This is an optimization exercise on Yosys and OpenROAD, whose aim is small area, a short achievable clock period and few clock cycles per item, not a production implementation. Only simulation tests tie the RTL to the original design; equivalence was not proved. No activity file was given, so power comes from the tool's default toggle rates.

## fir_top
module fir_top #(
    parameter K  = 8,
    parameter DW = 8,
    parameter CW = 8
)(
    input  wire clk,
    input  wire rst,
    input  wire start,
    input  wire signed [DW-1:0] x_in,
    output wire signed [DW+CW+$clog2(K):0] y_out,
    output wire data_valid
);
    reg [7:0] u1, u2, u3, u4, u5, u6;
    reg [10:0] wi;                            
    wire [10:0] w = wi ^ 11'h380;
    reg [11:0] ra, rb;
    reg [11:0] y;
    reg dv;
    wire [7:0] u_in = {~x_in[7], x_in[6:0]};
    wire [10:0] w_nx;                         
    wire ld = start & ~rst;
    wire hd = ~start & ~rst;
    wire [58:0] hist = {wi, u6, u5, u4, u3, u2, u1};
    wire [58:0] hin  = {w_nx ^ 11'h380, u5, u4, u3, u2, u1, u_in};
    localparam [58:0] RST1 = {11'd0, {6{8'h80}}};
    wire [58:0] hnx;
    genvar gi;
    generate
        for (gi = 0; gi < 59; gi = gi + 1) begin : g_hist
            if (RST1[gi]) begin : g_one
                hold1_cell u_h (.ld(ld), .hd(hd), .r(rst), .d(hin[gi]), .q(hist[gi]), .o(hnx[gi]));
            end else begin : g_zero
                hold_cell u_h (.ld(ld), .hd(hd), .d(hin[gi]), .q(hist[gi]), .o(hnx[gi]));
            end
        end
    endgenerate
    always @(posedge clk)
        {wi, u6, u5, u4, u3, u2, u1} <= hnx;
    wire s1, c1;
    fa_cell u_fa1 (.a(u1[0]), .b(u2[0]), .c(u3[0]), .s(s1), .co(c1));
    wire s2, c2;
    fa_cell u_fa2 (.a(u1[1]), .b(u2[1]), .c(u3[1]), .s(s2), .co(c2));
    wire s3, c3;
    ha_cell u_ha3 (.a(u4[1]), .b(u5[1]), .s(s3), .co(c3));
    wire s4, c4;
    fa_cell u_fa4 (.a(u1[2]), .b(u2[2]), .c(u3[2]), .s(s4), .co(c4));
    wire s5, c5;
    fa_cell u_fa5 (.a(u4[2]), .b(u5[2]), .c(w[2]), .s(s5), .co(c5));
    wire s6, c6;
    fa_cell u_fa6 (.a(u1[3]), .b(u2[3]), .c(u3[3]), .s(s6), .co(c6));
    wire s7, c7;
    fa_cell u_fa7 (.a(u4[3]), .b(u5[3]), .c(w[3]), .s(s7), .co(c7));
    wire s8, c8;
    fa_cell u_fa8 (.a(u1[4]), .b(u2[4]), .c(u3[4]), .s(s8), .co(c8));
    wire s9, c9;
    fa_cell u_fa9 (.a(u4[4]), .b(u5[4]), .c(w[4]), .s(s9), .co(c9));
    wire s10, c10;
    fa_cell u_fa10 (.a(u1[5]), .b(u2[5]), .c(u3[5]), .s(s10), .co(c10));
    wire s11, c11;
    fa_cell u_fa11 (.a(u4[5]), .b(u5[5]), .c(w[5]), .s(s11), .co(c11));
    wire s12, c12;
  ...
Size: ~440 cells after synthesis, ~94 flip-flops, about 32 I/O pins, about 4500 um2 of cells after synthesis.
==> flow/config.mk <==
export PLATFORM = sky130hd
export DESIGN_NAME = fir_top
export DESIGN_NICKNAME = fir_top
export VERILOG_FILES = /design/flow/design.v
export SDC_FILE = /design/flow/constraint.sdc
export NUM_CORES = 4
export LEC_CHECK = 0
export CAP_MARGIN = 20
export CORE_MARGIN = 2
export CORE_UTILIZATION = 40
export CTS_BUF_LIST = sky130_fd_sc_hd__clkbuf_8
export CTS_CLUSTER_SIZE = 30
export SETUP_SLACK_MARGIN = 3.95
export SLEW_MARGIN = 20
export SYNTH_HIERARCHICAL = 1
export TNS_END_PERCENT = 5
==> flow/constraint.sdc <==
create_clock -name core_clock -period 6.0 [get_ports {clk}]
set_input_delay 1.2000 -clock core_clock [delete_from_list [all_inputs] [get_ports {clk}]]
set_output_delay 1.2000 -clock core_clock [all_outputs]
set_load 0.01 [all_outputs]
standard.sh (not shown) runs the stock make flow with config.mk's settings and CLKGATE_MAP_FILE= SYNTH_SCRIPT=/design/flow/synth_recipe.tcl, a recipe that flattens the netlist after the stock synthesis.
==> flow/flow/run.sh <==
#!/bin/bash
# The standard layout (standard.sh) with these changes:
#  - port buffers are buf_1 cells instead of the flow's default pick
#    (clkdlybuf4s50_1, a slow delay cell);
#  - synthesis is the standard flow's script, except that
#    - Yosys's full/half adder extraction runs only inside the fa_cell and
#      ha_cell modules, so the final adder is left to abc as plain gates (the
#      extracted fa_1/ha_1 cells are slow on its carry path);
#    - the adders use Yosys's default carry-lookahead map, not ORFS's
#      Kogge-Stone one (abc makes them smaller and as fast from it);
#    - abc maps the top module with ORFS's abc_area.script (it builds the
#      final adder from fast NAND gates) and the small cell modules with the
#      default abc_speed.script (which keeps the history muxes as a22o).
#  - clock tree synthesis inserts no dummy loads (they only add area here).
#  Registers are untouched.
set -euo pipefail
W=$(pwd)
export BUFFER_PORTS_ARGS="-buffer_cell sky130_fd_sc_hd__buf_1"
# ORFS's clock tree settings (as config.mk would set them), without dummy loads
export CTS_ARGS="-sink_clustering_enable -repair_clock_nets -sink_clustering_size 30 -buf_list sky130_fd_sc_hd__clkbuf_8 -dont_use_dummy_load"
sed -e 's|extract_fa {\*}\[dont_use_extract_fa_args\]|extract_fa {*}[dont_use_extract_fa_args] fa_cell ha_cell|' \
    -e 's|"-extra-map \$::env(FLOW_HOME)/platforms/common/lcu_kogge_stone.v"|""|' \
    -e 's|^  log_cmd abc {\*}\$abc_args$|  log_cmd abc {*}$abc_args fir_top %n\n  log_cmd abc {*}[lreplace $abc_args 1 1 $::env(SCRIPTS_DIR)/abc_area.script] fir_top|' \
    "$FLOW_HOME/scripts/synth.tcl" > "$W/flow_synth_core.tcl"
grep -q 'dont_use_extract_fa_args\] fa_cell ha_cell' "$W/flow_synth_core.tcl"
! grep -q 'lcu_kogge_stone' "$W/flow_synth_core.tcl"
grep -q 'abc_area.script\] fir_top' "$W/flow_synth_core.tcl"
sed "s|source \$::env(SCRIPTS_DIR)/synth.tcl|source $W/flow_synth_core.tcl|" synth_recipe.tcl > "$W/flow_synth.tcl"
grep -q "flow_synth_core.tcl" "$W/flow_synth.tcl"
sed "s|SYNTH_SCRIPT=[^ ]*|SYNTH_SCRIPT=$W/flow_synth.tcl|" standard.sh > "$W/flow_standard.sh"
grep -q "SYNTH_SCRIPT=$W/flow_synth.tcl" "$W/flow_standard.sh"
bash "$W/flow_standard.sh" > "$W/standard.log" 2>&1
The baseline ran to the end with no violations.
Testbench counts at the start, summed over its fixed seeds: cycles 16,000, items 8,000.
Then changed:
--- a/flow/flow/run.sh
+++ b/flow/flow/run.sh
@@ -20 +20 @@
-export CTS_ARGS="-sink_clustering_enable -repair_clock_nets -sink_clustering_size 30 -buf_list sky130_fd_sc_hd__clkbuf_8 -dont_use_dummy_load"
+export CTS_ARGS="-sink_clustering_enable -repair_clock_nets -sink_clustering_size 30 -sink_clustering_max_diameter 200 -sink_buffer_max_cap_derate 1.0 -buf_list sky130_fd_sc_hd__clkbuf_8 -dont_use_dummy_load"
Settings changed: SETUP_SLACK_MARGIN 3.95 to 3.8, TNS_END_PERCENT 5 to default.
Outcome:
- maximum frequency fell slightly
- worst setup slack is worse by 0.021 ns
- non-clock buffer count fell by 3
- via count rose slightly
- wire length barely changes
- power fell slightly
- global-route usage hardly moves
Then changed:
--- a/flow/flow/run.sh
+++ b/flow/flow/run.sh
@@ -20 +20 @@
-export CTS_ARGS="-sink_clustering_enable -repair_clock_nets -sink_clustering_size 30 -sink_clustering_max_diameter 200 -sink_buffer_max_cap_derate 1.0 -buf_list sky130_fd_sc_hd__clkbuf_8 -dont_use_dummy_load"
+export CTS_ARGS="-sink_clustering_enable -repair_clock_nets -sink_clustering_size 30 -buf_list sky130_fd_sc_hd__clkbuf_8 -dont_use_dummy_load"
The changed run finished clean.
Register-to-register slack hardly moves.
Global-route usage does not change.
Power does not change.
Clock skew stays the same.
First-iteration DRC count is unchanged.
Routed wire length does not change.
Final area is unchanged.

==> afterwards: timing with drivers on the ports <==
The results above use ideal ports. As a check the final layouts listed here were re-extracted and re-timed, cells and wires unchanged.
Step 1 assumes that a clkbuf_16 drives the clock port and a buf_2 every other input.
Step 2 times the ports against the registers' clock, not the clock port: input delays grow and output delays shrink by t, the midpoint of the rising clock arrivals with the driver on.
Three values: no drivers, after step 1, after step 2; two values: the first two.
run	t (ns)	setup WS [ns]	hold slack, ns
the first run	0.393	3.898 / 3.901 / 3.517	0.359 / 0.359 / 0.359
the second run	0.383	3.877 / 3.867 / 3.518	0.354 / 0.354 / 0.354
the third run	0.383	3.877 / 3.867 / 3.518	0.354 / 0.354 / 0.354
After both steps setup and hold are still met in every run listed. For the first run, which loses most, drivers alone change the setup slack by +0.003 ns; drivers and shift together by -0.381 ns.
